Context: an optimization exercise on an open-source flow, tuned for small area, a short achievable clock period and few clock cycles per item. The choices shown serve that exercise and are no tape-out recipe.
RTL that was checked went through simulation tests only; none was proved equivalent to the original.
The RTL of run 1 was laid out without a check of its function.
Power and IR drop assume default switching activity.

## flow/design.v (module list and top-level ports; edited modules follow where they fit)
// module pp_nand2: 3 lines
// module pp_nor2: 3 lines
// module pp_inv: 3 lines
// module pp_aoi21: 3 lines
// module pp_oai21: 3 lines
// module pp_xor2: 3 lines
// module pp_xnor2: 3 lines
// module pp_nand3: 3 lines
// module pp_nor3: 3 lines
// module pp_mux2i: 3 lines
// module pp_add69: 1365 lines
// module pp_add8: 107 lines
// module mips_div64: 149 lines
module mips_div64(
  input  logic         clk,
  input  logic         reset,
  input  logic [63:0]  srcA,
  input  logic [63:0]  srcB,
  input  logic [4:0]   rob_ptr_in,
  input  logic [1:0]   hilo_prf_ptr_in,
  input  logic         is_signed_div,
  input  logic         start_div,
  output logic [127:0] y,
  output logic [4:0]   rob_ptr_out,
  output logic [1:0]   hilo_prf_ptr_out,
  output logic         ready,
  output logic         complete
);
  // ...
==> flow/flow/run.sh <==
#!/bin/bash
# Standard ORFS layout (the standard.sh) with one change to how it is
# made: the port buffers use the smallest buffer cell instead of the delay
# buffer buffer_ports picks by default.  All of make's output goes to
# standard_flow.log here.
set -euo pipefail
export BUFFER_PORTS_ARGS="-buffer_cell sky130_fd_sc_hd__buf_1"
bash standard.sh > standard_flow.log 2>&1
==> flow/standard.sh <==
#!/bin/bash
# synth_recipe.tcl (not shown) runs the flow's synth.tcl, then flattens the netlist and writes it again
# the make line also repeats each setting of config.mk as NAME=value (left out here)
make -C /OpenROAD-flow-scripts/flow DESIGN_CONFIG=/design/flow/config.mk WORK_HOME=/design/flow/orfs CLKGATE_MAP_FILE= SYNTH_SCRIPT=/design/flow/synth_recipe.tcl "${@:-finish}"
==> flow/config.mk <==
export PLATFORM = sky130hd
export DESIGN_NAME = mips_div64
export DESIGN_NICKNAME = mips_div64
export VERILOG_FILES = /design/flow/design.v
export SDC_FILE = /design/flow/constraint.sdc
export NUM_CORES = 4
export LEC_CHECK = 0
export CAP_MARGIN = 20
export CORE_MARGIN = 2
export CORE_UTILIZATION = 40
export SETUP_SLACK_MARGIN = 1.4
export SLEW_MARGIN = 20
export SYNTH_HIERARCHICAL = 1
==> flow/constraint.sdc <==
create_clock -name core_clock -period 4.0 [get_ports {clk}]
set_input_delay 0.8000 -clock core_clock [delete_from_list [all_inputs] [get_ports {clk}]]
set_output_delay 0.8000 -clock core_clock [all_outputs]
set_load 0.01 [all_outputs]
==> impl_metrics.env, run 1 <==
export IMPL_status="no timing/DRC/antenna violations"
export IMPL_timing_fmax_mhz=302
export IMPL_seq_share_pct=22.8
export IMPL_path_depth=17
export IMPL_cp_start_kind="flop"
export IMPL_skew_ps=24.5
export IMPL_portBuffers=275
export IMPL_postPlaceCellArea_sq_mm=0.0222
export IMPL_largest_register="r_D"
export IMPL_cts_root_buf="clkbuf_16"
export IMPL_pre_cts_ws_ps=-108
export IMPL_multi_input_area_sq_mm=0.0138
export IMPL_syn_avg_cell_area_sq_um=8.09
export IMPL_dp_hpwl_mm=59.7
export IMPL_switching_share_pct=47.0
export IMPL_switchingPower_mw=9.80
export IMPL_critPathRequiredTime_ps=4470
export IMPL_grt_pass1_vias=20600
export IMPL_core_area_sq_mm=0.0500
export IMPL_nClkBuffers=40
export IMPL_max_slew_worst_pin_slew_ps=1030
export IMPL_synth_area_sq_mm=0.0202
export IMPL_grt_max_degree=120
export IMPL_largest_register_ffs=69
export IMPL_cp_data_arrival_time_ps=3790
export IMPL_std_cell_rows=82
export IMPL_grt_pass1_wl_mm=124
export IMPL_post_cts_setup_buffers=103
export IMPL_setup_tns_ps=0
export IMPL_reg2reg_depth=17
export IMPL_clock_latency_ps=600
export IMPL_drive_gt1_share_pct=28.4
export IMPL_cp_cell_sequence="nor2_2 -> nor2_1 -> nand2_1 -> o21ai_4 -> a21oi_4 -> buf_12 -> o21ai_4 -> clkinvlp_4 -> buf_6 -> o21ai_2 -> xor2_1 -> nor3_2 -> nand3_1 -> nor2_1 -> nand3_2 -> nand2b_4 -> and4b_1"
export IMPL_timing_rr_start="r_R[5]$_DFFE_PP_"
export IMPL_hold_path_end="r_rob[2]$_DFFE_PP_"
export IMPL_wl_met2_mm=39.3
export IMPL_cp_top_family="simple AND/OR/NAND/NOR gates"
export IMPL_crit_path_end_kind="flop"
export IMPL_slowest_delay_ps=390
export IMPL_timing_final_ws_setup_ps=686
export IMPL_fp_dieW_um=229
export IMPL_drt_pass1_iter_count=6
==> module mips_div64, before the edit <==
module mips_div64(
  input  logic         clk,
  input  logic         reset,
  input  logic [63:0]  srcA,
  input  logic [63:0]  srcB,
  input  logic [4:0]   rob_ptr_in,
  input  logic [1:0]   hilo_prf_ptr_in,
  input  logic         is_signed_div,
  input  logic         start_div,
  output logic [127:0] y,
  output logic [4:0]   rob_ptr_out,
  output logic [1:0]   hilo_prf_ptr_out,
  output logic         ready,
  output logic         complete
);
   localparam integer LG_G = 2;
   localparam integer G = 1 << LG_G;
   localparam integer DW = 66 + G - 1;
   localparam logic [1:0] IDLE = 2'd0, SETUP = 2'd1, ITER = 2'd2, DONE = 2'd3;
   logic [1:0]    r_state;
   logic [64:0]   r_R;        
   logic [DW-1:0] r_D;        
   logic [63:0]   r_Q;        
   logic [7:0]    r_k;        
   logic [5:0]    r_cnt;
   logic          r_negA, r_qneg, r_exit;
   logic          r_z0;       
   logic          r_zf;       
   logic          r_zs;       
   logic [4:0]    r_rob;
   logic [1:0]    r_hilo;
   function automatic logic [6:0] clz64(input logic [63:0] x);
      logic [15:0] v1; logic [31:0] c1;    
      logic [3:0]  v2; logic [15:0] c2;    
      logic        v3; logic [5:0]  c3;
      for (int i = 0; i < 16; i++) begin
         v1[i] = |x[4*i +: 4];
         c1[2*i+1] = ~x[4*i+3] & ~x[4*i+2];
         c1[2*i]   = ~x[4*i+3] & (x[4*i+2] | ~x[4*i+1]);
      end
      for (int i = 0; i < 4; i++) begin
         v2[i] = |v1[4*i +: 4];
         c2[4*i+3] = ~v1[4*i+3] & ~v1[4*i+2];
         c2[4*i+2] = ~v1[4*i+3] & (v1[4*i+2] | ~v1[4*i+1]);
         c2[4*i +: 2] = v1[4*i+3] ? c1[2*(4*i+3) +: 2] :
                        v1[4*i+2] ? c1[2*(4*i+2) +: 2] :
                        v1[4*i+1] ? c1[2*(4*i+1) +: 2] : c1[2*(4*i) +: 2];
      end
      v3 = |v2;
      c3[5] = ~v2[3] & ~v2[2];
      c3[4] = ~v2[3] & (v2[2] | ~v2[1]);
      c3[3:0] = v2[3] ? c2[12 +: 4] : v2[2] ? c2[8 +: 4] : v2[1] ? c2[4 +: 4] : c2[0 +: 4];
      clz64 = v3 ? {1'b0, c3} : 7'd64;
   endfunction
   logic       sA, sB, qn, bz;
   logic [6:0] lsA, lsB, lsB63;
   logic [7:0] k_in;
   assign sA    = is_signed_div & srcA[63];
   assign sB    = is_signed_div & srcB[63];
   assign qn    = sA ^ sB;
   assign bz    = ~|srcB;
   assign lsA   = clz64(sA ? {~srcA[62:0], 1'b1} : srcA);
   assign lsB   = clz64(srcB ^ {64{sB}});
   assign lsB63 = {1'b0, lsB[5:0] | {6{lsB[6]}}};
   pp_add8 u_k (.a({1'b0, lsB63}), .b(~{1'b0, lsA}), .cin(1'b1), .s(k_in));
   logic [DW-1:0] d_lv [LG_G:6];
   logic          fill;
   assign fill       = ~r_qneg;
   assign d_lv[LG_G] = {r_D[DW-G:0], {(G-1){fill}}};
   for (genvar l = LG_G; l < 6; l++) begin : g_sh
      assign d_lv[l+1] = r_k[l] ? {d_lv[l][DW-1-(1<<l):0], {(1<<l){fill}}} : d_lv[l];
   end
   logic [DW-1:0] xs, sum;
   logic          cin, zero, acc;
   assign xs  = {{(DW-65){r_R[64]}}, r_R};
   assign cin = ~r_qneg;
   logic zero_n;
   pp_add69 u_add (.a(xs), .b(r_D), .cin(cin), .s(sum), .zn(zero_n));
   assign zero = ~zero_n;
   logic fix;
   assign fix = r_zf | r_zs;
   assign acc = (sum[DW-1] ^ ~r_negA) & ~fix & ~r_z0;
   logic start, setup_sub;
   assign start     = (r_state == IDLE) & start_div;
   assign setup_sub = (r_state == SETUP) & r_qneg & ~r_exit;
   always_ff @(posedge clk) begin
      if (reset) begin
         r_state <= IDLE;
      end else begin
         case (r_state)
           IDLE:  if (start_div) r_state <= SETUP;
           SETUP: r_state <= r_exit ? IDLE : ITER;
           ITER:  if (r_z0 | (r_cnt == 6'd0)) r_state <= DONE;
           DONE:  if (!r_zf) r_state <= IDLE;
         endcase
      end
   end
   logic upd, en_neg, en_pos, en_R;
   assign upd    = (setup_sub | (r_state == ITER)) & ~fix & ~r_z0;
   assign en_neg = start | fix | (upd & r_negA);
   assign en_pos = start | fix | (upd & ~r_negA);
   pp_mux2i u_en (.s(sum[DW-1]), .a(~en_neg), .b(~en_pos), .y(en_R));
   always_ff @(posedge clk) begin
      r_k    <= k_in;
      r_exit <= bz | k_in[7];
   end
   always_ff @(posedge clk) begin
      if (start) begin
         r_negA <= sA;
         r_qneg <= qn;
         r_rob  <= rob_ptr_in;
         r_hilo <= hilo_prf_ptr_in;
      end
      if (en_R)
        r_R <= start ? {sA, srcA} : fix ? '0 : sum[64:0];
      r_zs <= setup_sub & r_negA & zero;
      r_zf <= (r_state == ITER) & r_negA & zero;
      r_z0 <= setup_sub & ~acc & ~(r_negA & zero);
      if (r_state == SETUP)
        r_cnt <= r_k[5:0] | (G - 1);
      else
        r_cnt <= r_cnt - 6'd1;
   end
   always_ff @(posedge clk) begin
      if (start)
        r_D <= {{(DW-64){sB}}, srcB} ^ {DW{~qn}};
      else if (r_state == SETUP)
        r_D <= d_lv[6];
      else
        r_D <= {r_D[DW-1], r_D[DW-1:1]};
      if (start)
        r_Q <= bz ? (qn ? 64'd1 : '1) : '0;
      else if (r_state == SETUP)
        r_Q <= {64{r_qneg}};
      else if (r_z0)
        r_Q <= '0;
      else if (r_zf & (r_state == DONE))
        r_Q <= {r_Q[63:1], ~r_qneg};
      else if (r_zf)
        r_Q <= {r_Q[62:1], ~r_qneg, r_qneg};
      else
        r_Q <= {r_Q[62:0], acc ^ r_qneg};
   end
   assign complete         = (r_state == DONE) & ~r_zf | ((r_state == SETUP) & r_exit);
   assign ready            = (r_state == IDLE) & ~start_div;
   assign y                = {r_R[63:0], r_Q};
   assign rob_ptr_out      = r_rob;
   assign hilo_prf_ptr_out = r_hilo;
endmodule
==> run 2, diff against run 1 <==
--- a/flow/design.v
+++ b/flow/design.v
@@ -636,16 +636,85 @@
    logic p_61;
    logic p_62;
    logic p_63;
    logic p_64;
    logic p_65;
    logic p_66;
    logic p_67;
    logic p_68;
+   logic zb_0;
+   logic zb_1;
+   logic zb_2;
+   logic zb_3;
+   logic zb_4;
+   logic zb_5;
+   logic zb_6;
+   logic zb_7;
+   logic zb_8;
+   logic zb_9;
+   logic zb_10;
+   logic zb_11;
+   logic zb_12;
+   logic zb_13;
+   logic zb_14;
+   logic zb_15;
+   logic zb_16;
+   logic zb_17;
+   logic zb_18;
+   logic zb_19;
+   logic zb_20;
+   logic zb_21;
+   logic zb_22;
+   logic zb_23;
+   logic zb_24;
+   logic zb_25;
+   logic zb_26;
+   logic zb_27;
+   logic zb_28;
+   logic zb_29;
+   logic zb_30;
+   logic zb_31;
+   logic zb_32;
+   logic zb_33;
+   logic zb_34;
+   logic zb_35;
+   logic zb_36;
+   logic zb_37;
+   logic zb_38;
+   logic zb_39;
+   logic zb_40;
+   logic zb_41;
+   logic zb_42;
+   logic zb_43;
+   logic zb_44;
+   logic zb_45;
+   logic zb_46;
+   logic zb_47;
+   logic zb_48;
+   logic zb_49;
+   logic zb_50;
+   logic zb_51;
+   logic zb_52;
+   logic zb_53;
+   logic zb_54;
+   logic zb_55;
+   logic zb_56;
+   logic zb_57;
+   logic zb_58;
+   logic zb_59;
+   logic zb_60;
+   logic zb_61;
+   logic zb_62;
+   logic zb_63;
+   logic zb_64;
+   logic zb_65;
+   logic zb_66;
+   logic zb_67;
+   logic zb_68;
    logic zt_1;
    logic zt_2;
    logic zt_3;
    logic zt_4;
    logic zt_5;
    logic zt_6;
    logic zt_7;
    logic zt_8;
@@ -1351,39 +1420,108 @@
    pp_xor2 u_pp_xor2_100 (.a(a[65]), .b(b[65]), .y(p_65));
    pp_xnor2 u_pp_xnor2_32 (.a(p_65), .b(g7_65), .y(s[65]));
    pp_xor2 u_pp_xor2_101 (.a(a[66]), .b(b[66]), .y(p_66));
    pp_xnor2 u_pp_xnor2_33 (.a(p_66), .b(g7_66), .y(s[66]));
    pp_xor2 u_pp_xor2_102 (.a(a[67]), .b(b[67]), .y(p_67));
    pp_xor2 u_pp_xor2_103 (.a(p_67), .b(g7_67), .y(s[67]));
    pp_xor2 u_pp_xor2_104 (.a(a[68]), .b(b[68]), .y(p_68));
    pp_xnor2 u_pp_xnor2_34 (.a(p_68), .b(g7_68), .y(s[68]));
-   pp_nor3 u_pp_nor3_1 (.a(s[0]), .b(s[1]), .c(s[2]), .y(zt_1));
-   pp_nor3 u_pp_nor3_2 (.a(s[3]), .b(s[4]), .c(s[5]), .y(zt_2));
-   pp_nor3 u_pp_nor3_3 (.a(s[6]), .b(s[7]), .c(s[8]), .y(zt_3));
-   pp_nor3 u_pp_nor3_4 (.a(s[9]), .b(s[10]), .c(s[11]), .y(zt_4));
-   pp_nor3 u_pp_nor3_5 (.a(s[12]), .b(s[13]), .c(s[14]), .y(zt_5));
-   pp_nor3 u_pp_nor3_6 (.a(s[15]), .b(s[16]), .c(s[17]), .y(zt_6));
-   pp_nor3 u_pp_nor3_7 (.a(s[18]), .b(s[19]), .c(s[20]), .y(zt_7));
-   pp_nor3 u_pp_nor3_8 (.a(s[21]), .b(s[22]), .c(s[23]), .y(zt_8));
-   pp_nor3 u_pp_nor3_9 (.a(s[24]), .b(s[25]), .c(s[26]), .y(zt_9));
-   pp_nor3 u_pp_nor3_10 (.a(s[27]), .b(s[28]), .c(s[29]), .y(zt_10));
-   pp_nor3 u_pp_nor3_11 (.a(s[30]), .b(s[31]), .c(s[32]), .y(zt_11));
-   pp_nor3 u_pp_nor3_12 (.a(s[33]), .b(s[34]), .c(s[35]), .y(zt_12));
-   pp_nor3 u_pp_nor3_13 (.a(s[36]), .b(s[37]), .c(s[38]), .y(zt_13));
-   pp_nor3 u_pp_nor3_14 (.a(s[39]), .b(s[40]), .c(s[41]), .y(zt_14));
-   pp_nor3 u_pp_nor3_15 (.a(s[42]), .b(s[43]), .c(s[44]), .y(zt_15));
-   pp_nor3 u_pp_nor3_16 (.a(s[45]), .b(s[46]), .c(s[47]), .y(zt_16));
-   pp_nor3 u_pp_nor3_17 (.a(s[48]), .b(s[49]), .c(s[50]), .y(zt_17));
-   pp_nor3 u_pp_nor3_18 (.a(s[51]), .b(s[52]), .c(s[53]), .y(zt_18));
-   pp_nor3 u_pp_nor3_19 (.a(s[54]), .b(s[55]), .c(s[56]), .y(zt_19));
-   pp_nor3 u_pp_nor3_20 (.a(s[57]), .b(s[58]), .c(s[59]), .y(zt_20));
-   pp_nor3 u_pp_nor3_21 (.a(s[60]), .b(s[61]), .c(s[62]), .y(zt_21));
-   pp_nor3 u_pp_nor3_22 (.a(s[63]), .b(s[64]), .c(s[65]), .y(zt_22));
-   pp_nor3 u_pp_nor3_23 (.a(s[66]), .b(s[67]), .c(s[68]), .y(zt_23));
+   pp_xor2 u_pp_xor2_105 (.a(p_0), .b(cin), .y(zb_0));
+   pp_xnor2 u_pp_xnor2_35 (.a(p_1), .b(tn0_1), .y(zb_1));
+   pp_xnor2 u_pp_xnor2_36 (.a(p_2), .b(tn0_2), .y(zb_2));
+   pp_xnor2 u_pp_xnor2_37 (.a(p_3), .b(tn0_3), .y(zb_3));
+   pp_xnor2 u_pp_xnor2_38 (.a(p_4), .b(tn0_4), .y(zb_4));
+   pp_xnor2 u_pp_xnor2_39 (.a(p_5), .b(tn0_5), .y(zb_5));
+   pp_xnor2 u_pp_xnor2_40 (.a(p_6), .b(tn0_6), .y(zb_6));
+   pp_xnor2 u_pp_xnor2_41 (.a(p_7), .b(tn0_7), .y(zb_7));
+   pp_xnor2 u_pp_xnor2_42 (.a(p_8), .b(tn0_8), .y(zb_8));
+   pp_xnor2 u_pp_xnor2_43 (.a(p_9), .b(tn0_9), .y(zb_9));
+   pp_xnor2 u_pp_xnor2_44 (.a(p_10), .b(tn0_10), .y(zb_10));
+   pp_xnor2 u_pp_xnor2_45 (.a(p_11), .b(tn0_11), .y(zb_11));
+   pp_xnor2 u_pp_xnor2_46 (.a(p_12), .b(tn0_12), .y(zb_12));
+   pp_xnor2 u_pp_xnor2_47 (.a(p_13), .b(tn0_13), .y(zb_13));
+   pp_xnor2 u_pp_xnor2_48 (.a(p_14), .b(tn0_14), .y(zb_14));
+   pp_xnor2 u_pp_xnor2_49 (.a(p_15), .b(tn0_15), .y(zb_15));
+   pp_xnor2 u_pp_xnor2_50 (.a(p_16), .b(tn0_16), .y(zb_16));
+   pp_xnor2 u_pp_xnor2_51 (.a(p_17), .b(tn0_17), .y(zb_17));
+   pp_xnor2 u_pp_xnor2_52 (.a(p_18), .b(tn0_18), .y(zb_18));
+   pp_xnor2 u_pp_xnor2_53 (.a(p_19), .b(tn0_19), .y(zb_19));
+   pp_xnor2 u_pp_xnor2_54 (.a(p_20), .b(tn0_20), .y(zb_20));
+   pp_xnor2 u_pp_xnor2_55 (.a(p_21), .b(tn0_21), .y(zb_21));
+   pp_xnor2 u_pp_xnor2_56 (.a(p_22), .b(tn0_22), .y(zb_22));
+   pp_xnor2 u_pp_xnor2_57 (.a(p_23), .b(tn0_23), .y(zb_23));
+   pp_xnor2 u_pp_xnor2_58 (.a(p_24), .b(tn0_24), .y(zb_24));
+   pp_xnor2 u_pp_xnor2_59 (.a(p_25), .b(tn0_25), .y(zb_25));
+   pp_xnor2 u_pp_xnor2_60 (.a(p_26), .b(tn0_26), .y(zb_26));
+   pp_xnor2 u_pp_xnor2_61 (.a(p_27), .b(tn0_27), .y(zb_27));
+   pp_xnor2 u_pp_xnor2_62 (.a(p_28), .b(tn0_28), .y(zb_28));
+   pp_xnor2 u_pp_xnor2_63 (.a(p_29), .b(tn0_29), .y(zb_29));
+   pp_xnor2 u_pp_xnor2_64 (.a(p_30), .b(tn0_30), .y(zb_30));
+   pp_xnor2 u_pp_xnor2_65 (.a(p_31), .b(tn0_31), .y(zb_31));
+   pp_xnor2 u_pp_xnor2_66 (.a(p_32), .b(tn0_32), .y(zb_32));
+   pp_xnor2 u_pp_xnor2_67 (.a(p_33), .b(tn0_33), .y(zb_33));
+   pp_xnor2 u_pp_xnor2_68 (.a(p_34), .b(tn0_34), .y(zb_34));
+   pp_xnor2 u_pp_xnor2_69 (.a(p_35), .b(tn0_35), .y(zb_35));
+   pp_xnor2 u_pp_xnor2_70 (.a(p_36), .b(tn0_36), .y(zb_36));
+   pp_xnor2 u_pp_xnor2_71 (.a(p_37), .b(tn0_37), .y(zb_37));
+   pp_xnor2 u_pp_xnor2_72 (.a(p_38), .b(tn0_38), .y(zb_38));
+   pp_xnor2 u_pp_xnor2_73 (.a(p_39), .b(tn0_39), .y(zb_39));
+   pp_xnor2 u_pp_xnor2_74 (.a(p_40), .b(tn0_40), .y(zb_40));
+   pp_xnor2 u_pp_xnor2_75 (.a(p_41), .b(tn0_41), .y(zb_41));
+   pp_xnor2 u_pp_xnor2_76 (.a(p_42), .b(tn0_42), .y(zb_42));
+   pp_xnor2 u_pp_xnor2_77 (.a(p_43), .b(tn0_43), .y(zb_43));
+   pp_xnor2 u_pp_xnor2_78 (.a(p_44), .b(tn0_44), .y(zb_44));
+   pp_xnor2 u_pp_xnor2_79 (.a(p_45), .b(tn0_45), .y(zb_45));
+   pp_xnor2 u_pp_xnor2_80 (.a(p_46), .b(tn0_46), .y(zb_46));
+   pp_xnor2 u_pp_xnor2_81 (.a(p_47), .b(tn0_47), .y(zb_47));
+   pp_xnor2 u_pp_xnor2_82 (.a(p_48), .b(tn0_48), .y(zb_48));
+   pp_xnor2 u_pp_xnor2_83 (.a(p_49), .b(tn0_49), .y(zb_49));
+   pp_xnor2 u_pp_xnor2_84 (.a(p_50), .b(tn0_50), .y(zb_50));
+   pp_xnor2 u_pp_xnor2_85 (.a(p_51), .b(tn0_51), .y(zb_51));
+   pp_xnor2 u_pp_xnor2_86 (.a(p_52), .b(tn0_52), .y(zb_52));
+   pp_xnor2 u_pp_xnor2_87 (.a(p_53), .b(tn0_53), .y(zb_53));
+   pp_xnor2 u_pp_xnor2_88 (.a(p_54), .b(tn0_54), .y(zb_54));
+   pp_xnor2 u_pp_xnor2_89 (.a(p_55), .b(tn0_55), .y(zb_55));
+   pp_xnor2 u_pp_xnor2_90 (.a(p_56), .b(tn0_56), .y(zb_56));
+   pp_xnor2 u_pp_xnor2_91 (.a(p_57), .b(tn0_57), .y(zb_57));
+   pp_xnor2 u_pp_xnor2_92 (.a(p_58), .b(tn0_58), .y(zb_58));
+   pp_xnor2 u_pp_xnor2_93 (.a(p_59), .b(tn0_59), .y(zb_59));
+   pp_xnor2 u_pp_xnor2_94 (.a(p_60), .b(tn0_60), .y(zb_60));
+   pp_xnor2 u_pp_xnor2_95 (.a(p_61), .b(tn0_61), .y(zb_61));
+   pp_xnor2 u_pp_xnor2_96 (.a(p_62), .b(tn0_62), .y(zb_62));
+   pp_xnor2 u_pp_xnor2_97 (.a(p_63), .b(tn0_63), .y(zb_63));
+   pp_xnor2 u_pp_xnor2_98 (.a(p_64), .b(tn0_64), .y(zb_64));
+   pp_xnor2 u_pp_xnor2_99 (.a(p_65), .b(tn0_65), .y(zb_65));
+   pp_xnor2 u_pp_xnor2_100 (.a(p_66), .b(tn0_66), .y(zb_66));
+   pp_xnor2 u_pp_xnor2_101 (.a(p_67), .b(tn0_67), .y(zb_67));
+   pp_xnor2 u_pp_xnor2_102 (.a(p_68), .b(tn0_68), .y(zb_68));
+   pp_nor3 u_pp_nor3_1 (.a(zb_0), .b(zb_1), .c(zb_2), .y(zt_1));
+   pp_nor3 u_pp_nor3_2 (.a(zb_3), .b(zb_4), .c(zb_5), .y(zt_2));
+   pp_nor3 u_pp_nor3_3 (.a(zb_6), .b(zb_7), .c(zb_8), .y(zt_3));
+   pp_nor3 u_pp_nor3_4 (.a(zb_9), .b(zb_10), .c(zb_11), .y(zt_4));
+   pp_nor3 u_pp_nor3_5 (.a(zb_12), .b(zb_13), .c(zb_14), .y(zt_5));
+   pp_nor3 u_pp_nor3_6 (.a(zb_15), .b(zb_16), .c(zb_17), .y(zt_6));
+   pp_nor3 u_pp_nor3_7 (.a(zb_18), .b(zb_19), .c(zb_20), .y(zt_7));
+   pp_nor3 u_pp_nor3_8 (.a(zb_21), .b(zb_22), .c(zb_23), .y(zt_8));
+   pp_nor3 u_pp_nor3_9 (.a(zb_24), .b(zb_25), .c(zb_26), .y(zt_9));
+   pp_nor3 u_pp_nor3_10 (.a(zb_27), .b(zb_28), .c(zb_29), .y(zt_10));
+   pp_nor3 u_pp_nor3_11 (.a(zb_30), .b(zb_31), .c(zb_32), .y(zt_11));
+   pp_nor3 u_pp_nor3_12 (.a(zb_33), .b(zb_34), .c(zb_35), .y(zt_12));
+   pp_nor3 u_pp_nor3_13 (.a(zb_36), .b(zb_37), .c(zb_38), .y(zt_13));
+   pp_nor3 u_pp_nor3_14 (.a(zb_39), .b(zb_40), .c(zb_41), .y(zt_14));
+   pp_nor3 u_pp_nor3_15 (.a(zb_42), .b(zb_43), .c(zb_44), .y(zt_15));
+   pp_nor3 u_pp_nor3_16 (.a(zb_45), .b(zb_46), .c(zb_47), .y(zt_16));
+   pp_nor3 u_pp_nor3_17 (.a(zb_48), .b(zb_49), .c(zb_50), .y(zt_17));
+   pp_nor3 u_pp_nor3_18 (.a(zb_51), .b(zb_52), .c(zb_53), .y(zt_18));
+   pp_nor3 u_pp_nor3_19 (.a(zb_54), .b(zb_55), .c(zb_56), .y(zt_19));
+   pp_nor3 u_pp_nor3_20 (.a(zb_57), .b(zb_58), .c(zb_59), .y(zt_20));
+   pp_nor3 u_pp_nor3_21 (.a(zb_60), .b(zb_61), .c(zb_62), .y(zt_21));
+   pp_nor3 u_pp_nor3_22 (.a(zb_63), .b(zb_64), .c(zb_65), .y(zt_22));
+   pp_nor3 u_pp_nor3_23 (.a(zb_66), .b(zb_67), .c(zb_68), .y(zt_23));
    pp_nand3 u_pp_nand3_1 (.a(zt_1), .b(zt_2), .c(zt_3), .y(zt_24));
    pp_nand3 u_pp_nand3_2 (.a(zt_4), .b(zt_5), .c(zt_6), .y(zt_25));
    pp_nand3 u_pp_nand3_3 (.a(zt_7), .b(zt_8), .c(zt_9), .y(zt_26));
    pp_nand3 u_pp_nand3_4 (.a(zt_10), .b(zt_11), .c(zt_12), .y(zt_27));
    pp_nand3 u_pp_nand3_5 (.a(zt_13), .b(zt_14), .c(zt_15), .y(zt_28));
    pp_nand3 u_pp_nand3_6 (.a(zt_16), .b(zt_17), .c(zt_18), .y(zt_29));
    pp_nand3 u_pp_nand3_7 (.a(zt_19), .b(zt_20), .c(zt_21), .y(zt_30));
    pp_nand2 u_pp_nand2_121 (.a(zt_22), .b(zt_23), .y(zt_31));
@@ -1522,18 +1660,16 @@
    logic [1:0]    r_state;
    logic [64:0]   r_R;        
    logic [DW-1:0] r_D;        
    logic [63:0]   r_Q;        
    logic [7:0]    r_k;        
    logic [5:0]    r_cnt;
    logic          r_negA, r_qneg, r_exit;
    logic          r_z0;       
-   logic          r_zf;       
-   logic          r_zs;       
    logic [4:0]    r_rob;
    logic [1:0]    r_hilo;
    function automatic logic [6:0] clz64(input logic [63:0] x);
       logic [15:0] v1; logic [31:0] c1;    
       logic [3:0]  v2; logic [15:0] c2;    
       logic        v3; logic [5:0]  c3;
       for (int i = 0; i < 16; i++) begin
          v1[i] = |x[4*i +: 4];
@@ -1574,55 +1710,51 @@
    end
    logic [DW-1:0] xs, sum;
    logic          cin, zero, acc;
    assign xs  = {{(DW-65){r_R[64]}}, r_R};
    assign cin = ~r_qneg;
    logic zero_n;
    pp_add69 u_add (.a(xs), .b(r_D), .cin(cin), .s(sum), .zn(zero_n));
    assign zero = ~zero_n;
-   logic fix;
-   assign fix = r_zf | r_zs;
-   assign acc = (sum[DW-1] ^ ~r_negA) & ~fix & ~r_z0;
+   assign acc = (r_negA ? (sum[DW-1] | zero) : ~sum[DW-1]) & ~r_z0;
    logic start, setup_sub;
    assign start     = (r_state == IDLE) & start_div;
    assign setup_sub = (r_state == SETUP) & r_qneg & ~r_exit;
    always_ff @(posedge clk) begin
       if (reset) begin
          r_state <= IDLE;
       end else begin
          case (r_state)
            IDLE:  if (start_div) r_state <= SETUP;
            SETUP: r_state <= r_exit ? IDLE : ITER;
            ITER:  if (r_z0 | (r_cnt == 6'd0)) r_state <= DONE;
-           DONE:  if (!r_zf) r_state <= IDLE;
+           DONE:  r_state <= IDLE;
          endcase
       end
    end
    logic upd, en_neg, en_pos, en_R;
-   assign upd    = (setup_sub | (r_state == ITER)) & ~fix & ~r_z0;
-   assign en_neg = start | fix | (upd & r_negA);
-   assign en_pos = start | fix | (upd & ~r_negA);
+   assign upd    = (setup_sub | (r_state == ITER)) & ~r_z0;
+   assign en_neg = start | (upd & r_negA);
+   assign en_pos = start | (upd & (~r_negA | zero));
    pp_mux2i u_en (.s(sum[DW-1]), .a(~en_neg), .b(~en_pos), .y(en_R));
    always_ff @(posedge clk) begin
       r_k    <= k_in;
       r_exit <= bz | k_in[7];
    end
    always_ff @(posedge clk) begin
       if (start) begin
          r_negA <= sA;
          r_qneg <= qn;
          r_rob  <= rob_ptr_in;
          r_hilo <= hilo_prf_ptr_in;
       end
       if (en_R)
-        r_R <= start ? {sA, srcA} : fix ? '0 : sum[64:0];
-      r_zs <= setup_sub & r_negA & zero;
-      r_zf <= (r_state == ITER) & r_negA & zero;
-      r_z0 <= setup_sub & ~acc & ~(r_negA & zero);
+        r_R <= start ? {sA, srcA} : sum[64:0];
+      r_z0 <= setup_sub & ~acc;
       if (r_state == SETUP)
         r_cnt <= r_k[5:0] | (G - 1);
       else
         r_cnt <= r_cnt - 6'd1;
    end
    always_ff @(posedge clk) begin
       if (start)
         r_D <= {{(DW-64){sB}}, srcB} ^ {DW{~qn}};
@@ -1631,21 +1763,17 @@
       else
         r_D <= {r_D[DW-1], r_D[DW-1:1]};
       if (start)
         r_Q <= bz ? (qn ? 64'd1 : '1) : '0;
       else if (r_state == SETUP)
         r_Q <= {64{r_qneg}};
       else if (r_z0)
         r_Q <= '0;
-      else if (r_zf & (r_state == DONE))
-        r_Q <= {r_Q[63:1], ~r_qneg};
-      else if (r_zf)
-        r_Q <= {r_Q[62:1], ~r_qneg, r_qneg};
       else
         r_Q <= {r_Q[62:0], acc ^ r_qneg};
    end
-   assign complete         = (r_state == DONE) & ~r_zf | ((r_state == SETUP) & r_exit);
+   assign complete         = (r_state == DONE) | ((r_state == SETUP) & r_exit);
    assign ready            = (r_state == IDLE) & ~start_div;
    assign y                = {r_R[63:0], r_Q};
    assign rob_ptr_out      = r_rob;
    assign hilo_prf_ptr_out = r_hilo;
 endmodule
==> flow/config.mk (replaced) <==
export PLATFORM = sky130hd
export DESIGN_NAME = mips_div64
export DESIGN_NICKNAME = mips_div64
export VERILOG_FILES = /design/flow/design.v
export SDC_FILE = /design/flow/constraint.sdc
export NUM_CORES = 4
export LEC_CHECK = 0
export CAP_MARGIN = 20
export CORE_MARGIN = 2
export CORE_UTILIZATION = 40
export SETUP_SLACK_MARGIN = 1.0
export SLEW_MARGIN = 20
export SYNTH_HIERARCHICAL = 1
==> run 2 against run 1 <==
Net effect:
- still clean on timing, DRC and antenna
- global-route usage is 1.1 points lower
- core utilization down 1.3 points
- wire length decreased by 4.5%
- flip-flop and latch count down 2
- critical path depth shrank 4
- non-clock buffer count shrank 61
- clock skew decreased by 7.3 ps
- fmax rose by 4.4%
- critical path type unchanged
- critical endpoint is now r_R[10]$_DFFE_PP_
==> impl_metrics.env, run 2 <==
export IMPL_portBuffers=275
export IMPL_cts_htree_levels=1
export IMPL_hold_path_end="r_rob[0]$_DFFE_PP_"
export IMPL_overflow=0
export IMPL_power_density_mw_per_mm2=899
export IMPL_start_util_pct=40.3
export IMPL_syn_to_final_growth_pct=25.8
export IMPL_maxCapViolations=0
export IMPL_post_route_util_pct=50.7
export IMPL_cp_cell_sequence="buf_4 -> xor2_1 -> xnor2_1 -> nor3_2 -> nand3_1 -> nor3_4 -> nand3_2 -> nand2_1 -> a21oi_1 -> mux2i_4 -> buf_12 -> buf_12 -> buf_16"
export IMPL_core_area_sq_mm=0.0499
export IMPL_clkSinkCount=221
export IMPL_p_leak_nw=9.50
export IMPL_hold_viol=0
export IMPL_die_area_sq_mm=0.0520
export IMPL_holdCritPathClass="primary input to flop"
export IMPL_antenna_left=0
export IMPL_cp_startpoint="r_D[26]$_DFF_P_"
export IMPL_seqPwrFrac_pct=22.1
export IMPL_route_detailed_drc=0
export IMPL_postPlaceCellArea_sq_mm=0.0221
export IMPL_top_regs="r_D x69, r_R x65, r_Q x64"
export IMPL_drt_pass1_iter_count=5
export IMPL_timing_rr_start="r_D[26]$_DFF_P_"
export IMPL_grt_pass1_wl_mm=121
export IMPL_clock_latency_ps=600
export IMPL_worstHoldStart="rob_ptr_in[0]"
export IMPL_routed_wl_mm=81.1
export IMPL_critPathMaxFanout=9
export IMPL_reg2reg_depth=13
export IMPL_cp_data_arrival_time_ps=3480
export IMPL_clockBufferDepth=3
export IMPL_status="no timing/DRC/antenna violations"
export IMPL_slew_headroom_pct=46.6
export IMPL_layout_commonest_cell="nand2_1"
export IMPL_timing_fmax_mhz=315
export IMPL_tritoncts="yes"
export IMPL_final_area_sq_mm=0.0253
export IMPL_place_congestion=0.951
export IMPL_synth_area_sq_mm=0.0201
export IMPL_seqCellArea_sq_mm=0.00524
export IMPL_finalMaxSlewViolations=0
export IMPL_rrSetupSlack_ps=830
export IMPL_max_vdd_ir_drop_uv=678
export IMPL_criticalPathCategory="flop to flop"
export IMPL_switchingPower_mw=11.1
export IMPL_setup_viol=0
export IMPL_post_route_period_util_pct=79.3
export IMPL_switching_share_pct=48.7
export IMPL_multi_input_area_sq_mm=0.0145
export IMPL_cp_start_kind="flop"
export IMPL_fp_dieW_um=228
export IMPL_drive_gt1_share_pct=25.0
export IMPL_clk_pin_slew_ps=60
export IMPL_slowest_delay_ps=400
export IMPL_antennaDiodeCount=0
export IMPL_viasPerCell=5.87
export IMPL_ys_warnings_count=8
export IMPL_min_period_ps=3170
export IMPL_setup_tns_ps=0
export IMPL_dp_hpwl_mm=59.3
export IMPL_fillers=4874
export IMPL_layout_nets=3128
export IMPL_grt_total_usage_pct=29.3
export IMPL_clockPowerShare_pct=11.9
export IMPL_max_slew_worst_pin_slew_ps=798
export IMPL_cts_root_buf="clkbuf_16"
export IMPL_most_common_layout_cells="437 x nand2_1, 269 x buf_1, 209 x buf_4"
export IMPL_wl_per_cell_um=22.0
export IMPL_path_common_cell="buf_12"
export IMPL_r2r_end="r_R[10]$_DFFE_PP_"
export IMPL_critical_path_slowest_cell="dfxtp_1"
export IMPL_internal_power_mw=11.6
export IMPL_largest_register_ffs=69
export IMPL_cts_made_buffers=29
export IMPL_antenna_found_initial=0
export IMPL_rsz0062_at_grt="yes"
export IMPL_grt_max_degree=79
export IMPL_std_cell_rows=82
export IMPL_drt_iter0_markers=1971
export IMPL_via_count=21600
export IMPL_pwr_share_comb_pct=65.9
export IMPL_critPathRequiredTime_ps=4310
export IMPL_die_h_um=228
export IMPL_netlist_instances=2651
export IMPL_grt_pass1_vias=20600
export IMPL_crit_path_end_kind="flop"
export IMPL_ios=276
export IMPL_largest_register="r_D"
export IMPL_min_path_cells=1
export IMPL_skew_ps=17.2
export IMPL_syn_avg_cell_area_sq_um=7.58
run 2: layout make-up:
type                    instances  share of cell area (%)
multi-input cells            2131                    57.5
flip-flops and latches        221                    20.7
repair buffers                516                    13.1
clock buffers                  44                    3.58
well taps                     672                    3.33
inverters                      88                    1.36
clock inverters                10                   0.337
run 2: timing repair:
item | 4_1_cts | 5_1_grt
setup endpoints to repair | 88 | 88
buffers inserted | 67 | 36
gates resized for setup | 186 | 96
gates cloned | 9 | 2
pin swaps | 28 | 52
hold buffers | 0 | 0
hold endpoints to repair | 0 | 0
run 2: worst max-delay path, delay by kind of cell (launching register included):
family | cells | cell delay (ps)
flops | 1 | 400
buf+inv | 4 | 690
simple gates | 5 | 1020
mux | 1 | 220
compound gates | 1 | 110
xor+xnor | 2 | 430
run 2: stage by stage:
| step | hold slack [ps] | worst slack, ps | cells | total power, mW |
|---|---|---|---|---|
| finish | 374 | 826 | 3682 | 22.7 |
| global route | 366 | 722 | 3682 | 24.0 |
| CTS | 350 | 902 | 3644 | 21.7 |
| detailed placement | 392 | 38.3 | 3514 | 17.2 |
| global placement | 384 | 95.7 | 3514 | 17.0 |
| floorplan | 372 | -114 | 2654 | 14.0 |
run 2: layer usage:
metal,share of wire [%],global-route usage (%)
met3,6.8,3.81
met1,40,36.7
met5,0,0
met4,5.9,15.5
met2,47,49.2
run 2: worst max-delay path by stage:
stage | end | slack [ps]
after floorplan | r_R[0]$_DFFE_PP_ | -110
after global placement | r_k[4]$_DFF_P_ | 100
after detailed placement | r_k[4]$_DFF_P_ | 40
after CTS | r_R[10]$_DFFE_PP_ | 900
after global routing | r_R[17]$_DFFE_PP_ | 720
final | r_R[10]$_DFFE_PP_ | 830
run 2: power by group through the flow:
stage	Clock, mW	Combinational (mW)	Sequential (mW)
detailed placement	0	12.3	4.86
global route	2.83	16.1	5.11
CTS	2.73	14.1	4.92
floorplan	0	9.49	4.47
finish	2.71	15.0	5.02
global placement	0	12.2	4.83
Testbench counts of run 2, summed over its fixed seeds: cycles 34,475, items 2,400.
==> run 3, diff against run 2 <==
--- a/flow/config.mk
+++ b/flow/config.mk
@@ -8,6 +8,6 @@
 export CAP_MARGIN = 20
 export CORE_MARGIN = 2
 export CORE_UTILIZATION = 40
-export SETUP_SLACK_MARGIN = 1.0
+export SETUP_SLACK_MARGIN = 1.4
 export SLEW_MARGIN = 20
 export SYNTH_HIERARCHICAL = 1
==> run 3 against run 2 <==
Net effect:
- setup slack better by 9.2 ps
- largest cell class unchanged
- die area unchanged
- flip-flop and latch count unchanged
==> impl_metrics.env, run 3 <==
export IMPL_status="no timing/DRC/antenna violations"
export IMPL_dp_hpwl_mm=59.4
export IMPL_clock_latency_ps=600
export IMPL_netlist_instances=2651
export IMPL_antenna_left=0
export IMPL_antenna_found_initial=2
export IMPL_max_slew_worst_pin_slew_ps=856
export IMPL_die_h_um=228
export IMPL_ios=276
export IMPL_critPathRequiredTime_ps=4310
export IMPL_cp_startpoint="r_D[28]$_DFF_P_"
export IMPL_overflow=0
export IMPL_syn_to_final_growth_pct=29.0
export IMPL_portBuffers=275
export IMPL_tritoncts="yes"
export IMPL_pre_cts_ws_ps=81.9
export IMPL_start_util_pct=40.3
export IMPL_setup_tns_ps=0
export IMPL_max_vdd_ir_drop_uv=657
export IMPL_post_route_util_pct=52.0
export IMPL_via_count=21900
export IMPL_layout_commonest_cell="nand2_1"
export IMPL_grt_pass1_wl_mm=122
export IMPL_power_density_mw_per_mm2=886
export IMPL_reg2reg_depth=14
export IMPL_viasPerCell=5.92
export IMPL_p_total_mw=23.0
export IMPL_cp_start_kind="flop"
export IMPL_crit_path_end_kind="flop"
export IMPL_whs_ps=365
export IMPL_std_cell_rows=82
export IMPL_cts_hold_buf=0
export IMPL_timing_fmax_mhz=316
export IMPL_cp_data_arrival_time_ps=3470
export IMPL_most_common_layout_cells="436 x nand2_1, 264 x buf_1, 210 x buf_4"
export IMPL_hold_viol=0
export IMPL_timing_final_ws_setup_ps=835
export IMPL_postPlaceCellArea_sq_mm=0.0222
export IMPL_largest_register="r_D"
export IMPL_cts_root_buf="clkbuf_16"
export IMPL_p_leak_nw=9.80
export IMPL_largest_register_ffs=69
export IMPL_drive_gt1_share_pct=26.2
export IMPL_post_route_period_util_pct=79.1
export IMPL_top_regs="r_D x69, r_R x65, r_Q x64"
export IMPL_rsz0062_at_grt="yes"
export IMPL_grt_total_usage_pct=29.9
export IMPL_rrSetupSlack_ps=840
export IMPL_grt_pass1_vias=20500
export IMPL_syn_avg_cell_area_sq_um=7.58
export IMPL_fp_dieW_um=228
export IMPL_place_congestion=0.979
export IMPL_min_period_ps=3160
export IMPL_ys_warnings_count=8
export IMPL_synth_area_sq_mm=0.0201
export IMPL_endpoint="r_R[33]$_DFFE_PP_"
export IMPL_grt_max_degree=99
export IMPL_finalMaxSlewViolations=0
export IMPL_clk_pin_slew_ps=70
export IMPL_drt_pass1_iter_count=6
export IMPL_core_area_sq_mm=0.0499
export IMPL_critPathMaxFanout=6
export IMPL_setup_viol=0
export IMPL_skew_ps=37.8
export IMPL_clockBufferDepth=3
export IMPL_wl_per_cell_um=22.7
export IMPL_timing_rr_start="r_D[28]$_DFF_P_"
export IMPL_maxCapViolations=0
export IMPL_die_area_sq_mm=0.0520
export IMPL_criticalPathCategory="flop to flop"
export IMPL_r2r_end="r_R[33]$_DFFE_PP_"
export IMPL_drt_iter0_markers=2345
export IMPL_slew_headroom_pct=42.8
export IMPL_clkSinkCount=221
export IMPL_stdcell_count=3708
export IMPL_cts_made_buffers=29
export IMPL_layout_nets=3154
export IMPL_cts_htree_levels=1
export IMPL_placed_cells=3507
export IMPL_route_detailed_drc=0
export IMPL_final_area_sq_mm=0.0259
export IMPL_holdCritPathClass="primary input to flop"
export IMPL_routed_wl_mm=84.2
## run 3: report_power, final
part / switching [mW] / internal (mW) / leakage [nW]
clock network: 1.13 / 1.61 / 0.486
registers: 1.34 / 3.63 / 1.95
logic: 8.79 / 6.48 / 7.37
total: 11.3 / 11.7 / 9.80
## run 3: routing by layer
layer	vias to the layer above	part of all wire (%)	GRT usage, %
met5	-	0	0
met3	234	7.3	4.05
met2	1082	47	49.4
li1	10100	-	-
met1	10500	40	38.0
met4	0	6.1	15.8
## run 3: area by class of cell
| class | count | area [sq um] |
|---|---|---|
| inverter | 88 | 354 |
| clock buffer | 43 | 893 |
| tap | 672 | 841 |
| clock inverter | 9 | 91.3 |
| timing repair buffer | 542 | 3810 |
| sequential | 221 | 5260 |
| multi-input combinational | 2131 | 14700 |
| fill | 4864 | 23900 |
| antenna | 2 | 5.00 |
## run 3: worst min-delay path by stage
stage | start | end | slack [ps] | cells after the start
final | rob_ptr_in[4] | r_rob[4]$_DFFE_PP_ | 360 | 1
after floorplan | r_cnt[0]$_SDFF_PN1_ | r_cnt[0]$_SDFF_PN1_ | 370 | 1
after global routing | rob_ptr_in[4] | r_rob[4]$_DFFE_PP_ | 350 | 1
after CTS | rob_ptr_in[4] | r_rob[4]$_DFFE_PP_ | 340 | 1
after global placement | r_cnt[0]$_SDFF_PN1_ | r_cnt[0]$_SDFF_PN1_ | 380 | 1
after detailed placement | r_cnt[0]$_SDFF_PN1_ | r_cnt[0]$_SDFF_PN1_ | 390 | 1
## run 3: worst max-delay path: stages, from the launching register on
cell and delay, ps:
dfxtp_1 500, buf_4 240, xor2_1 280, xnor2_1 130, nor3_2 230, nand3_2 190
nor3_4 250, nand3_2 130, nand2_2 120, a21oi_1 110, mux2i_4 220, buf_6 140
buf_6 110, buf_16 140, buf_6 100
## run 3: what timing repair did
| item | 4_1_cts | 5_1_grt |
|---|---|---|
| endpoints found under the setup margin | 187 | 166 |
| cloned | 5 | 13 |
| pin swaps | 67 | 43 |
| buffers inserted | 88 | 41 |
| resized for setup | 240 | 117 |
==> run 4, diff against run 3 <==
--- a/flow/design.v
+++ b/flow/design.v
@@ -1690,17 +1690,19 @@
       c3[3:0] = v2[3] ? c2[12 +: 4] : v2[2] ? c2[8 +: 4] : v2[1] ? c2[4 +: 4] : c2[0 +: 4];
       clz64 = v3 ? {1'b0, c3} : 7'd64;
    endfunction
-   logic       sA, sB, qn, bz;
-   logic [6:0] lsA, lsB, lsB63;
-   logic [7:0] k_in;
+   logic        sA, sB, qn, bz, ubigA, ubigB;
+   logic [6:0]  cA, lsB0, lsB;
+   logic [7:0]  k_in;
    assign sA    = is_signed_div & srcA[63];
    assign sB    = is_signed_div & srcB[63];
    assign qn    = sA ^ sB;
    assign bz    = ~|srcB;
-   assign lsA   = clz64(sA ? {~srcA[62:0], 1'b1} : srcA);
-   assign lsB   = clz64(srcB ^ {64{sB}});
-   assign lsB63 = {1'b0, lsB[5:0] | {6{lsB[6]}}};
-   pp_add8 u_k (.a({1'b0, lsB63}), .b(~{1'b0, lsA}), .cin(1'b1), .s(k_in));
+   assign ubigA = ~is_signed_div & srcA[63];
+   assign ubigB = ~is_signed_div & srcB[63];
+   assign cA    = clz64({srcA[63:1] ^ srcA[62:0], 1'b1});
+   assign lsB0  = clz64({1'b0, srcB[63:1] ^ srcB[62:0]});
+   assign lsB   = ubigB ? 7'd0 : {1'b0, lsB0[5:0] | {6{lsB0[6]}}};
+   pp_add8 u_k (.a({1'b0, lsB}), .b(~{1'b0, cA & {7{~ubigA}}}), .cin(srcA[63]), .s(k_in));
    logic [DW-1:0] d_lv [LG_G:6];
    logic          fill;
    assign fill       = ~r_qneg;
@@ -1731,11 +1733,14 @@
          endcase
       end
    end
-   logic upd, en_neg, en_pos, en_R;
+   logic upd, en_neg, en_pos;
+   logic [3:0] en_R;
    assign upd    = (setup_sub | (r_state == ITER)) & ~r_z0;
    assign en_neg = start | (upd & r_negA);
    assign en_pos = start | (upd & (~r_negA | zero));
-   pp_mux2i u_en (.s(sum[DW-1]), .a(~en_neg), .b(~en_pos), .y(en_R));
+   for (genvar i = 0; i < 4; i++) begin : g_en
+      pp_mux2i u_en (.s(sum[DW-1]), .a(~en_neg), .b(~en_pos), .y(en_R[i]));
+   end
    always_ff @(posedge clk) begin
       r_k    <= k_in;
       r_exit <= bz | k_in[7];
@@ -1747,8 +1752,11 @@
          r_rob  <= rob_ptr_in;
          r_hilo <= hilo_prf_ptr_in;
       end
-      if (en_R)
-        r_R <= start ? {sA, srcA} : sum[64:0];
+      for (int i = 0; i < 4; i++)
+        if (en_R[i])
+          r_R[16*i +: 16] <= start ? srcA[16*i +: 16] : sum[16*i +: 16];
+      if (en_R[3])
+        r_R[64] <= start ? sA : sum[64];
       r_z0 <= setup_sub & ~acc;
       if (r_state == SETUP)
         r_cnt <= r_k[5:0] | (G - 1);
--- a/flow/config.mk
+++ b/flow/config.mk
@@ -8,6 +8,6 @@
 export CAP_MARGIN = 20
 export CORE_MARGIN = 2
 export CORE_UTILIZATION = 40
-export SETUP_SLACK_MARGIN = 1.4
+export SETUP_SLACK_MARGIN = 1.0
 export SLEW_MARGIN = 20
 export SYNTH_HIERARCHICAL = 1
==> run 4 against run 3 <==
Net effect:
- synthesized cell count shrank 2.6%
- final cell count shrank 2.3%
- worst hold slack gained 18 ps
- core utilization shrank 1.6 points
- wire length shrank 10%
- non-clock buffer count shrank 32
- first-iteration DRC count shrank 35%
- power shrank 14%
- setup slack gained 100 ps
==> impl_metrics.env, run 4 <==
export IMPL_top_regs="r_D x69, r_R x65, r_Q x64"
export IMPL_wl_per_cell_um=20.9
export IMPL_min_period_ps=3060
export IMPL_fillers=4833
export IMPL_syn_avg_cell_area_sq_um=7.80
export IMPL_postPlaceCellArea_sq_mm=0.0224
export IMPL_grt_max_degree=128
export IMPL_placed_cells=3458
export IMPL_antenna_found_initial=0
export IMPL_timing_fmax_mhz=326
export IMPL_setup_viol=0
export IMPL_hold_path_end="r_rob[3]$_DFFE_PP_"
export IMPL_cts_made_buffers=27
export IMPL_antennaDiodeCount=0
export IMPL_hold_viol=0
export IMPL_holdCritPathClass="primary input to flop"
export IMPL_cts_htree_levels=1
export IMPL_die_area_sq_mm=0.0522
export IMPL_path_common_cell="o21ai_1"
export IMPL_rsz0062_at_grt="yes"
export IMPL_std_cell_rows=82
export IMPL_p_total_mw=19.9
export IMPL_clkSinkCount=221
export IMPL_path_buf_inv=2
export IMPL_fp_dieW_um=228
export IMPL_clockBufferDepth=3
export IMPL_most_common_layout_cells="402 x nand2_1, 259 x buf_1, 214 x buf_4"
export IMPL_rrSetupSlack_ps=1010
export IMPL_worstHoldStart="rob_ptr_in[3]"
export IMPL_largest_register_ffs=69
export IMPL_overflow=0
export IMPL_tritoncts="yes"
export IMPL_drive_gt1_share_pct=25.4
export IMPL_p_leak_nw=9.61
export IMPL_ios=276
export IMPL_maxCapViolations=0
export IMPL_min_path_cells=1
export IMPL_synth_area_sq_mm=0.0201
export IMPL_syn_to_final_growth_pct=25.0
export IMPL_clk_pin_slew_ps=60
export IMPL_die_h_um=228
export IMPL_portBuffers=275
export IMPL_reg2reg_depth=14
export IMPL_drt_iter0_markers=1525
export IMPL_status="no timing/DRC/antenna violations"
export IMPL_post_route_period_util_pct=76.6
export IMPL_largest_register="r_D"
export IMPL_ys_warnings_count=8
export IMPL_critPathMaxFanout=4
export IMPL_clock_latency_ps=590
export IMPL_cp_start_kind="primary input"
export IMPL_grt_pass1_vias=19700
export IMPL_max_slew_worst_pin_slew_ps=962
export IMPL_dp_hpwl_mm=56.2
export IMPL_r2r_end="r_R[14]$_DFFE_PP_"
export IMPL_final_area_sq_mm=0.0252
export IMPL_place_congestion=0.938
export IMPL_layout_commonest_cell="nand2_1"
export IMPL_grt_total_usage_pct=27.4
export IMPL_critPathRequiredTime_ps=4470
export IMPL_criticalPathCategory="primary input to flop"
export IMPL_antenna_left=0
export IMPL_drt_pass1_iter_count=6
export IMPL_layout_nets=3101
export IMPL_setup_tns_ps=0
export IMPL_cp_cell_sequence="buf_1 -> or4_1 -> mux2_2 -> o32ai_1 -> a21oi_1 -> o21ai_1 -> buf_4 -> nand2_1 -> o21ai_2 -> a21oi_2 -> o21ai_1 -> xor2_1 -> nand2b_1"
export IMPL_routed_wl_mm=75.6
export IMPL_skew_ps=17.3
export IMPL_slew_headroom_pct=35.9
export IMPL_crit_path_end_kind="flop"
export IMPL_max_vdd_ir_drop_uv=480
export IMPL_route_detailed_drc=0
export IMPL_slowest_delay_ps=600
export IMPL_via_count=20700
export IMPL_stdcell_count=3621
export IMPL_finalMaxSlewViolations=0
export IMPL_timing_rr_start="r_R[3]$_DFFE_PP_"
export IMPL_cp_data_arrival_time_ps=3540
export IMPL_cp_top_family="compound AO/OA/AOI/OAI gates"
export IMPL_netlist_instances=2582
export IMPL_grt_pass1_wl_mm=113
export IMPL_core_area_sq_mm=0.0500
export IMPL_start_util_pct=40.3
export IMPL_viasPerCell=5.70
export IMPL_power_density_mw_per_mm2=789
export IMPL_cts_root_buf="clkbuf_16"
export IMPL_critical_path_slowest_cell="or4_1"
==> run 4: worst max-delay path by stage <==
stage	startpoint	end	slack (ps)	depth (start not counted)
6_report	srcA[59]	r_exit$_DFF_P_	940	13
5_1_grt	srcB[56]	r_exit$_DFF_P_	750	14
4_1_cts	srcA[18]	r_k[5]$_DFF_P_	1000	14
3_5_place_dp	srcA[6]	r_exit$_DFF_P_	-20	14
3_3_place_gp	srcA[6]	r_exit$_DFF_P_	40	14
2_1_floorplan	r_qneg$_DFFE_PP_	r_R[48]$_DFFE_PP_	710	12
==> run 4: layer usage <==
layer / global-route usage (%) / vias to the layer above / part of all wire (%)
met1: 33.6 / 9970 / 40
met4: 13.6 / 0 / 5.4
li1: - / 9665 / -
met3: 3.26 / 189 / 5.9
met2: 47.4 / 828 / 49
met5: 0 / - / 0
==> run 4: repair_timing <==
item | in CTS | in global routing
setup buffers | 53 | 58
pin swaps | 30 | 49
resized for setup | 145 | 143
endpoints found under the setup margin | 87 | 95
gates cloned | 1 | 0
hold buffers | 0 | 0
==> run 4: area by class of cell <==
cell class / instances / area, sq um / share of cell area (%)
flip-flops and latches: 221 / 5250 / 20.9
well taps: 672 / 841 / 3.34
repair buffers: 510 / 3060 / 12.2
inverters: 162 / 639 / 2.54
clock inverters: 6 / 45.0 / 0.179
clock buffers: 43 / 816 / 3.24
multi-input cells: 2007 / 14500 / 57.7
==> run 4: worst reg2reg max path, cell delays in order (launching register included) <==
cell	delay [ps]
edfxtp_1	420
nor2_1	260
nor2_1	150
nand2_1	130
o21ai_4	80
a21oi_4	210
o21ai_4	130
a21oi_4	170
inv_2	60
a21oi_4	170
xnor2_4	150
buf_6	160
mux2i_4	310
buf_6	170
buf_16	130
==> run 4: where the power goes <==
part | total, mW | switching [mW] | internal [mW]
Clock | 2.44 | 1.05 | 1.39
Sequential | 4.63 | 1.22 | 3.41
Combinational | 12.8 | 7.25 | 5.55
==> run 4: stage by stage <==
| stage | worst slack (ps) | utilization [%] | hold slack, ps |
|---|---|---|---|
| after floorplan | 711 | - | 371 |
| after global placement | 40.0 | 44.8 | 384 |
| final | 937 | 50.4 | 382 |
| after detailed placement | -23.7 | 44.8 | 386 |
| after CTS | 996 | 48.4 | 356 |
| after global routing | 747 | 50.4 | 381 |
Testbench counts of run 4, summed over its fixed seeds: cycles 34,475, items 2,400.
==> run 5, diff against run 4 <==
--- a/flow/config.mk
+++ b/flow/config.mk
@@ -8,6 +8,7 @@
 export CAP_MARGIN = 20
 export CORE_MARGIN = 2
 export CORE_UTILIZATION = 40
+export CTS_BUF_LIST = sky130_fd_sc_hd__clkbuf_4 sky130_fd_sc_hd__clkbuf_8
 export SETUP_SLACK_MARGIN = 1.0
 export SLEW_MARGIN = 20
 export SYNTH_HIERARCHICAL = 1
==> run 5 against run 4 <==
Net effect:
- still clean
- clock power is 2% higher
- worst hold slack lost 44 ps
- wire length grew 0.44%
- core utilization up 0.11 points
- flip-flop and latch count unchanged
- final area grew 0.21%
- via count up 0.37%
- register-to-register slack worse by 40 ps
- synthesized cell count stayed put
==> impl_metrics.env, run 5 <==
export IMPL_core_area_sq_mm=0.0500
export IMPL_hold_viol=0
export IMPL_overflow=0
export IMPL_clockBufferDepth=3
export IMPL_cts_hold_buf=0
export IMPL_cts_root_buf="clkbuf_8"
export IMPL_rsz0062_at_grt="yes"
export IMPL_timing_final_ws_setup_ps=958
export IMPL_placed_cells=3458
export IMPL_clk_pin_slew_ps=70
export IMPL_tritoncts="yes"
export IMPL_criticalPathCategory="primary input to flop"
export IMPL_p_leak_nw=9.68
export IMPL_die_area_sq_mm=0.0522
export IMPL_layout_commonest_cell="nand2_1"
export IMPL_min_path_cells=1
export IMPL_pre_cts_ws_ps=-23.7
export IMPL_via_count=20700
export IMPL_finalMaxSlewViolations=0
export IMPL_cts_htree_levels=2
export IMPL_viasPerCell=5.68
export IMPL_netlist_instances=2582
export IMPL_grt_max_degree=128
export IMPL_drive_gt1_share_pct=26.8
export IMPL_grt_total_usage_pct=27.4
export IMPL_antenna_left=0
export IMPL_cts_made_buffers=43
export IMPL_critPathMaxFanout=6
export IMPL_most_common_layout_cells="405 x nand2_1, 246 x buf_1, 217 x buf_4"
export IMPL_die_h_um=228
export IMPL_cp_data_arrival_time_ps=3520
export IMPL_crit_path_end_kind="flop"
export IMPL_clock_latency_ps=640
export IMPL_max_vdd_ir_drop_uv=537
export IMPL_maxCapViolations=0
export IMPL_fillers=4862
export IMPL_wl_per_cell_um=20.8
export IMPL_min_period_ps=3040
export IMPL_place_congestion=0.938
export IMPL_reg2reg_depth=14
export IMPL_dp_hpwl_mm=56.2
export IMPL_skew_ps=47.7
export IMPL_fp_dieW_um=228
export IMPL_stdcell_count=3651
export IMPL_postPlaceCellArea_sq_mm=0.0224
export IMPL_critPathRequiredTime_ps=4480
export IMPL_grt_pass1_wl_mm=113
export IMPL_ys_warnings_count=8
export IMPL_portBuffers=275
export IMPL_syn_avg_cell_area_sq_um=7.80
export IMPL_ios=276
export IMPL_top_regs="r_D x69, r_R x65, r_Q x64"
export IMPL_holdCritPathClass="primary input to flop"
export IMPL_clkSinkCount=221
export IMPL_final_area_sq_mm=0.0252
export IMPL_synth_area_sq_mm=0.0201
export IMPL_slew_headroom_pct=35.3
export IMPL_max_slew_worst_pin_slew_ps=970
export IMPL_layout_nets=3116
export IMPL_post_route_period_util_pct=76.1
export IMPL_drt_pass1_iter_count=6
export IMPL_largest_register_ffs=69
export IMPL_cp_start_kind="primary input"
export IMPL_start_util_pct=40.3
export IMPL_status="no timing/DRC/antenna violations"
export IMPL_timing_fmax_mhz=329
export IMPL_setup_tns_ps=0
export IMPL_drt_iter0_markers=1578
export IMPL_antenna_found_initial=2
export IMPL_largest_register="r_D"
export IMPL_route_detailed_drc=0
export IMPL_syn_to_final_growth_pct=25.3
export IMPL_power_density_mw_per_mm2=784
export IMPL_grt_pass1_vias=19800
export IMPL_setup_viol=0
export IMPL_routed_wl_mm=76.0
export IMPL_std_cell_rows=82
[run 5: through the flow]
stage	hold slack [ps]	utilization, %	total power [mW]
finish	338	50.5	19.8
global route	330	50.5	21.0
CTS	288	48.2	18.9
detailed placement	386	44.8	15.6
global placement	384	44.8	15.4
floorplan	371	-	12.8
[run 5: final timing paths]
kind | slack (ps) | end | from
setup / recovery | 960 | r_k[3]$_DFF_P_ | srcA[33]
hold / removal | 340 | r_rob[3]$_DFFE_PP_ | rob_ptr_in[3]
setup reg to reg | 970 | r_R[3]$_DFFE_PP_ | r_R[16]$_DFFE_PP_
hold reg to reg | 400 | r_cnt[0]$_SDFF_PN1_ | r_cnt[0]$_SDFF_PN1_
[run 5: what timing repair did]
action                                 4_1_cts  5_1_grt
setup endpoints to repair                   87       95
endpoints found under the hold margin        0        0
setup buffers                               56       54
pin swaps                                   17       47
cloned                                       1        0
resized for setup                          106      189
[run 5: report_power, final]
group / internal, mW / switching, mW
clock network: 1.37 / 1.11
logic: 5.48 / 7.19
registers: 3.40 / 1.23
total: 10.3 / 9.52
[run 5: cell type report]
| type | count | area [sq um] | area share [%] |
|---|---|---|---|
| Multi-Input combinational cell | 2007 | 14500 | 57.6 |
| Sequential cell | 221 | 5240 | 20.7 |
| Timing Repair Buffer | 509 | 3060 | 12.1 |
| Tap cell | 672 | 841 | 3.33 |
| Clock buffer | 66 | 808 | 3.20 |
| Inverter | 162 | 637 | 2.52 |
| Clock inverter | 13 | 111 | 0.441 |
| Antenna cell | 1 | 2.50 | 0.00992 |
[run 5: per-layer routing]
layer  global-route usage (%)  up-vias  wire, um
met2                     47.0      867     36600
met4                     15.0        2      4600
met3                     3.99      210      4850
li1                         -     9700         -
met5                        0        -        13
met1                     33.0     9950     29900
[run 5: worst max-delay path, cell delays in order]
cell      delay (ps)
clkbuf_2         130
or4_4            480
o22a_1           230
nor4_4           280
buf_4            190
o311a_1          210
a32oi_2          170
a22oi_2          200
buf_6            150
nor2_4            40
o21ai_2          150
a21oi_2          100
buf_4            140
buf_4            120
xnor2_1          110
==> run 6, diff against run 5 <==
--- a/flow/config.mk
+++ b/flow/config.mk
@@ -9,6 +9,6 @@
 export CORE_MARGIN = 2
 export CORE_UTILIZATION = 40
 export CTS_BUF_LIST = sky130_fd_sc_hd__clkbuf_4 sky130_fd_sc_hd__clkbuf_8
-export SETUP_SLACK_MARGIN = 1.0
+export SETUP_SLACK_MARGIN = 0.7
 export SLEW_MARGIN = 20
 export SYNTH_HIERARCHICAL = 1
==> run 6 against run 5 <==
Net effect:
- still clean on timing, DRC and antenna
- final cell count decreased by 2.5%
- critical path depth decreased by 1
- via count decreased by 3.1%
- wire length decreased by 2.7%
- die area unchanged
- highest routed layer is now met4
==> impl_metrics.env, run 6 <==
export IMPL_clk_pin_slew_ps=60
export IMPL_clockBufferDepth=3
export IMPL_seqPwrFrac_pct=24.2
export IMPL_pwr_share_comb_pct=61.5
export IMPL_largest_register="r_D"
export IMPL_layout_nets=3026
export IMPL_drt_pass1_iter_count=5
export IMPL_cts_made_buffers=43
export IMPL_syn_avg_cell_area_sq_um=7.80
export IMPL_stdcell_count=3560
export IMPL_route_detailed_drc=0
export IMPL_top_regs="r_D x69, r_R x65, r_Q x64"
export IMPL_core_area_sq_mm=0.0500
export IMPL_holdCritPathClass="primary input to flop"
export IMPL_std_cell_rows=82
export IMPL_critPathMaxFanout=4
export IMPL_place_congestion=0.939
export IMPL_layout_commonest_cell="nand2_1"
export IMPL_ys_warnings_count=8
export IMPL_wl_per_cell_um=20.8
export IMPL_cts_root_buf="clkbuf_8"
export IMPL_timing_fmax_mhz=311
export IMPL_ios=276
export IMPL_netlist_instances=2582
export IMPL_pre_cts_ws_ps=125
export IMPL_portBuffers=275
export IMPL_fillers=5025
export IMPL_placed_cells=3460
export IMPL_maxCapViolations=0
export IMPL_grt_max_degree=152
export IMPL_drt_iter0_markers=1584
export IMPL_criticalPathCategory="primary input to flop"
export IMPL_dp_hpwl_mm=56.4
export IMPL_skew_ps=33.8
export IMPL_path_common_cell="o21ai_1"
export IMPL_cts_htree_levels=2
export IMPL_max_vdd_ir_drop_uv=469
export IMPL_drive_gt1_share_pct=18.5
export IMPL_routed_wl_mm=73.9
export IMPL_die_h_um=228
export IMPL_switching_share_pct=48.4
export IMPL_rrSetupSlack_ps=830
export IMPL_crit_path_end_kind="flop"
export IMPL_internal_power_mw=9.70
export IMPL_max_slew_worst_pin_slew_ps=1020
export IMPL_grt_pass1_wl_mm=111
export IMPL_antenna_left=0
export IMPL_cp_start_kind="primary input"
export IMPL_fp_dieW_um=228
export IMPL_synth_area_sq_mm=0.0201
export IMPL_status="no timing/DRC/antenna violations"
export IMPL_slew_headroom_pct=31.6
export IMPL_critical_path_slowest_cell="or4_1"
export IMPL_overflow=0
export IMPL_clock_latency_ps=630
export IMPL_antennaDiodeCount=0
export IMPL_min_period_ps=3210
export IMPL_largest_register_ffs=69
export IMPL_post_route_period_util_pct=80.3
export IMPL_cp_data_arrival_time_ps=3730
export IMPL_hold_viol=0
export IMPL_via_count=20100
export IMPL_rsz0062_at_grt="no"
export IMPL_finalMaxSlewViolations=0
export IMPL_seqCellArea_sq_mm=0.00519
export IMPL_tritoncts="yes"
export IMPL_grt_pass1_vias=19200
export IMPL_grt_total_usage_pct=27.2
export IMPL_multi_input_area_sq_mm=0.0138
export IMPL_slowest_delay_ps=600
export IMPL_critPathRequiredTime_ps=4520
export IMPL_switchingPower_mw=9.11
export IMPL_antenna_found_initial=1
export IMPL_p_leak_nw=9.05
export IMPL_cp_cell_sequence="buf_1 -> inv_1 -> ha_4 -> or4_1 -> a2111oi_2 -> o221ai_1 -> o211ai_1 -> a32o_1 -> nor2_1 -> o21ai_1 -> a21oi_2 -> o21ai_1 -> xor2_1 -> nand2b_1"
export IMPL_power_density_mw_per_mm2=794
export IMPL_clockPowerShare_pct=14.3
export IMPL_timing_final_ws_setup_ps=788
export IMPL_p_total_mw=18.8
export IMPL_die_area_sq_mm=0.0522
export IMPL_most_common_layout_cells="408 x nand2_1, 274 x buf_1, 207 x nor2_1"
export IMPL_syn_to_final_growth_pct=17.6
export IMPL_setup_viol=0
export IMPL_start_util_pct=40.3
export IMPL_clkSinkCount=221
export IMPL_viasPerCell=5.64
export IMPL_post_route_util_pct=47.4
export IMPL_setup_tns_ps=0
[run 6: final timing paths]
check	startpoint	to	cells past startpoint
max reg2reg	r_qneg$_DFFE_PP_	r_R[14]$_DFFE_PP_	14
min reg2reg	r_cnt[0]$_SDFF_PN1_	r_cnt[0]$_SDFF_PN1_	1
min	hilo_prf_ptr_in[0]	r_hilo[0]$_DFFE_PP_	1
max	srcB[24]	r_exit$_DFF_P_	14
[run 6: power groups by stage]
stage	logic, mW	registers (mW)	clock network, mW
3_5_place_dp	11.1	4.54	0
4_1_cts	11.2	4.50	2.74
3_3_place_gp	10.9	4.52	0
6_report	11.6	4.55	2.69
5_1_grt	12.6	4.63	2.85
2_1_floorplan	8.62	4.11	0
[run 6: repair_timing]
item                       in CTS  in global routing
buffers inserted                1                 20
resized for setup               3                 58
pin swaps                       0                 10
hold buffers                    0                  0
setup endpoints to repair      48                 85
[run 6: layout make-up]
cell class,instances,area share (%)
Inverter,162,2.63
Sequential cell,221,21.9
Clock buffer,65,3.41
Timing Repair Buffer,419,9.42
Multi-Input combinational cell,2007,58.2
Clock inverter,14,0.819
Tap cell,672,3.55
[run 6: per-stage QoR]
| step | cell area (sq um) | hold WS, ps |
|---|---|---|
| 2_1_floorplan | 20400 | 371 |
| 3_3_place_gp | 22300 | 387 |
| 3_5_place_dp | 22300 | 387 |
| 4_1_cts | 23400 | 292 |
| 5_1_grt | 23700 | 328 |
| 6_report | 23700 | 337 |
[run 6: worst max-delay path, delay by kind of cell]
family          cells  cell delay (ps)
fa+ha+maj           1              280
compound gates      7             1500
buf+inv             2              290
xor+xnor            1               90
simple gates        3              790
[run 6: metal layers]
metal  GRT usage [%]  wire length, um
met5               0                0
met4            14.6             4130
met3            4.19             4480
met2            46.3            35600
met1            33.0            29700

Re-timed with assumed drivers on the ports (clkbuf_16 on the clock, buf_2 on other inputs), run 6 has 0.818 ns of setup slack against 0.788 ns with ideal ports, and 0.147 ns once port delays also move by the mid clock arrival of 0.671 ns.
